Context: an optimization exercise on an open-source flow, tuned for small area, a short achievable clock period and few clock cycles per item. The choices shown serve that exercise and are no tape-out recipe.

==> flow/design.v <==
`timescale 1ns / 1ps
module simon128_256 (
  input  wire          clk       ,
  input  wire          rst       ,
  input  wire          key_valid ,
  output logic         key_ready ,
  input  wire  [255:0] key       ,
  input  wire          in_valid  ,
  output logic         in_ready  ,
  input  wire  [127:0] in_data   ,
  output logic         out_valid ,
  input  wire          out_ready ,
  output logic [127:0] out_data
);
  localparam integer R = 3;            
  localparam integer N = 72 / R;       
  localparam logic [61:0] Z4 = 62'b11010001111001101011011000100000010111000011001010010011101111;
  function automatic logic zbit(input integer i);
    zbit = Z4[61 - (i % 62)];
  endfunction
  function automatic logic [63:0] rol(input logic [63:0] v, input integer n);
    rol = (v << n) | (v >> (64 - n));
  endfunction
  function automatic logic [63:0] ror(input logic [63:0] v, input integer n);
    ror = (v >> n) | (v << (64 - n));
  endfunction
  logic [255:0] kreg;        
  logic [255:0] ks;          
  logic [ 63:0] x, y;        
  logic         idle;        
  logic         busy;        
  logic [  5:0] cnt;
  logic         last;
  assign key_ready = 1'b1;
  assign in_ready  = idle;
  assign out_data  = {x, y};
  assign last      = (cnt == N - 1);
  function automatic logic [R-1:0] zrom(input logic [5:0] c);
    zrom = '0;
    for (int i = 0; i < N; i++)
      if (c == i)
        for (int j = 0; j < R; j++)
          zrom[j] = zbit(R * i + j);
  endfunction
  logic [R-1:0] zc;
  always_ff @(posedge clk) begin
    if (!busy) zc <= zrom(6'd0);
    else       zc <= zrom(cnt + 6'd1);
  end
  logic [63:0] w [0:R+3];
  logic [63:0] t [0:R-1];
  always_comb begin
    for (int j = 0; j < 4; j++) w[j] = ks[64*j +: 64];
    for (int j = 0; j < R; j++) begin
      t[j]   = ror(w[j+3], 3) ^ w[j+1];
      w[j+4] = ~w[j] ^ t[j] ^ ror(t[j], 1) ^ {63'd0, zc[j]} ^ 64'd3;
    end
  end
  logic [63:0] xs [0:R];
  logic [63:0] ys [0:R];
  always_comb begin
    xs[0] = x;
    ys[0] = y;
    for (int j = 0; j < R; j++) begin
      xs[j+1] = ys[j] ^ (rol(xs[j], 1) & rol(xs[j], 8)) ^ rol(xs[j], 2) ^ w[j];
      ys[j+1] = xs[j];
    end
  end
  localparam integer NC = 8;
  logic [NC-1:0] idle_c, busy_c, ov_c;
  assign idle      = idle_c[0];
  assign busy      = busy_c[0];
  assign out_valid = ov_c[0];
  logic [127:0] s_q, s_d;
  assign s_d = {xs[R], ys[R]};
  assign {x, y} = s_q;
  for (genvar c = 0; c < NC; c++) begin : g_ctl
    always_ff @(posedge clk) begin
      if (rst) begin
        idle_c[c] <= 1'b1;
        busy_c[c] <= 1'b0;
        ov_c[c]   <= 1'b0;
      end else begin
        if (idle_c[c]) begin
          idle_c[c] <= ~in_valid;
          busy_c[c] <= in_valid;
        end else if (busy_c[c]) begin
          if (last) begin
            busy_c[c] <= 1'b0;
            ov_c[c]   <= 1'b1;
          end
        end else if (out_ready) begin
          ov_c[c]   <= 1'b0;
          idle_c[c] <= 1'b1;
        end
      end
    end
    localparam integer SW = 128 / NC;
    localparam integer KW = 256 / NC;
    always_ff @(posedge clk) begin
      if (idle_c[c])      s_q[SW*c +: SW] <= in_data[SW*c +: SW];
      else if (!ov_c[c])  s_q[SW*c +: SW] <= s_d[SW*c +: SW];
    end
    always_ff @(posedge clk) begin
      if (idle_c[c]) ks[KW*c +: KW] <= kreg[KW*c +: KW];
      else           ks[KW*c +: KW] <= {w[R+3], w[R+2], w[R+1], w[R]} >> (KW*c);
    end
  end
  always_ff @(posedge clk) begin
    if (key_valid) kreg <= key;
  end
  always_ff @(posedge clk) begin
    if (!busy) cnt <= '0;
    else       cnt <= cnt + 1'b1;
  end
endmodule
export LEC_CHECK = 0
export CAP_MARGIN = 20
export CORE_MARGIN = 2
export CORE_UTILIZATION = 40
export SLEW_MARGIN = 20
export SYNTH_MEMORY_MAX_BITS = 8192
create_clock -name core_clock -period 5.0 [get_ports {clk}]
standard.sh (not shown) runs the stock make flow with config.mk's settings and CLKGATE_MAP_FILE= SYNTH_SCRIPT=/design/flow/synth_recipe.tcl, a recipe that flattens the netlist after the stock synthesis.
==> flow/flow/run.sh <==
#!/bin/bash
set -euo pipefail
export BUFFER_PORTS_ARGS="-buffer_cell sky130_fd_sc_hd__buf_1"
bash standard.sh finish > standard_flow.log 2>&1
Then changed:
--- a/flow/design.v
+++ b/flow/design.v
@@ -10,11 +10,11 @@
   input  wire  [127:0] in_data   ,
   output logic         out_valid ,
   input  wire          out_ready ,
   output logic [127:0] out_data
 );
-  localparam integer R = 3;            
+  localparam integer R = 2;            
   localparam integer N = 72 / R;       
   localparam logic [61:0] Z4 = 62'b11010001111001101011011000100000010111000011001010010011101111;
   function automatic logic zbit(input integer i);
     zbit = Z4[61 - (i % 62)];
   endfunction
What happened:
- The new run went through all stages and came out clean
- sequential cell count is lower by 1
- die area shrinks by about 14%
- sequential share of layout area goes up by 5.9 points
- routed wire length decreases by about 19%
- clock skew stays flat
- global-route usage decreases by 1.4 points
- synthesized cell count decreases by about 16%
- count of clock-buffer cells in the layout falls by 3
- design area came out lower by 12%
- core utilization came out higher by 0.80 points
No run of this note included a check of the RTL's function; only the layout flow was run.

re-timing with driven ports:
The results above use ideal ports. As a check the final layouts listed here were re-extracted and re-timed, cells and wires unchanged. Step 1 assumes that a clkbuf_16 drives the clock port and a buf_2 every other input. Step 2 also shifts input and output timing later by t, the mid clock arrival at the registers, as if the neighbouring blocks saw the same clock. Slacks: ideal ports / drivers / drivers and shift; pairs: ideal ports / drivers.
run	t (ns)	slack for setup (ns)	hold WS [ns]	slew at the worst register clock pin (ns)	worst slew at a driven data input, ns
the first run	0.716	1.923 / 1.857 / 1.946	0.442 / 0.442 / 0.442	0.07 / 0.07	0.12
the second run	0.669	1.929 / 1.929 / 1.929	0.441 / 0.441 / 0.441	0.06 / 0.06	0.12
After both steps every run listed still meets setup and hold.
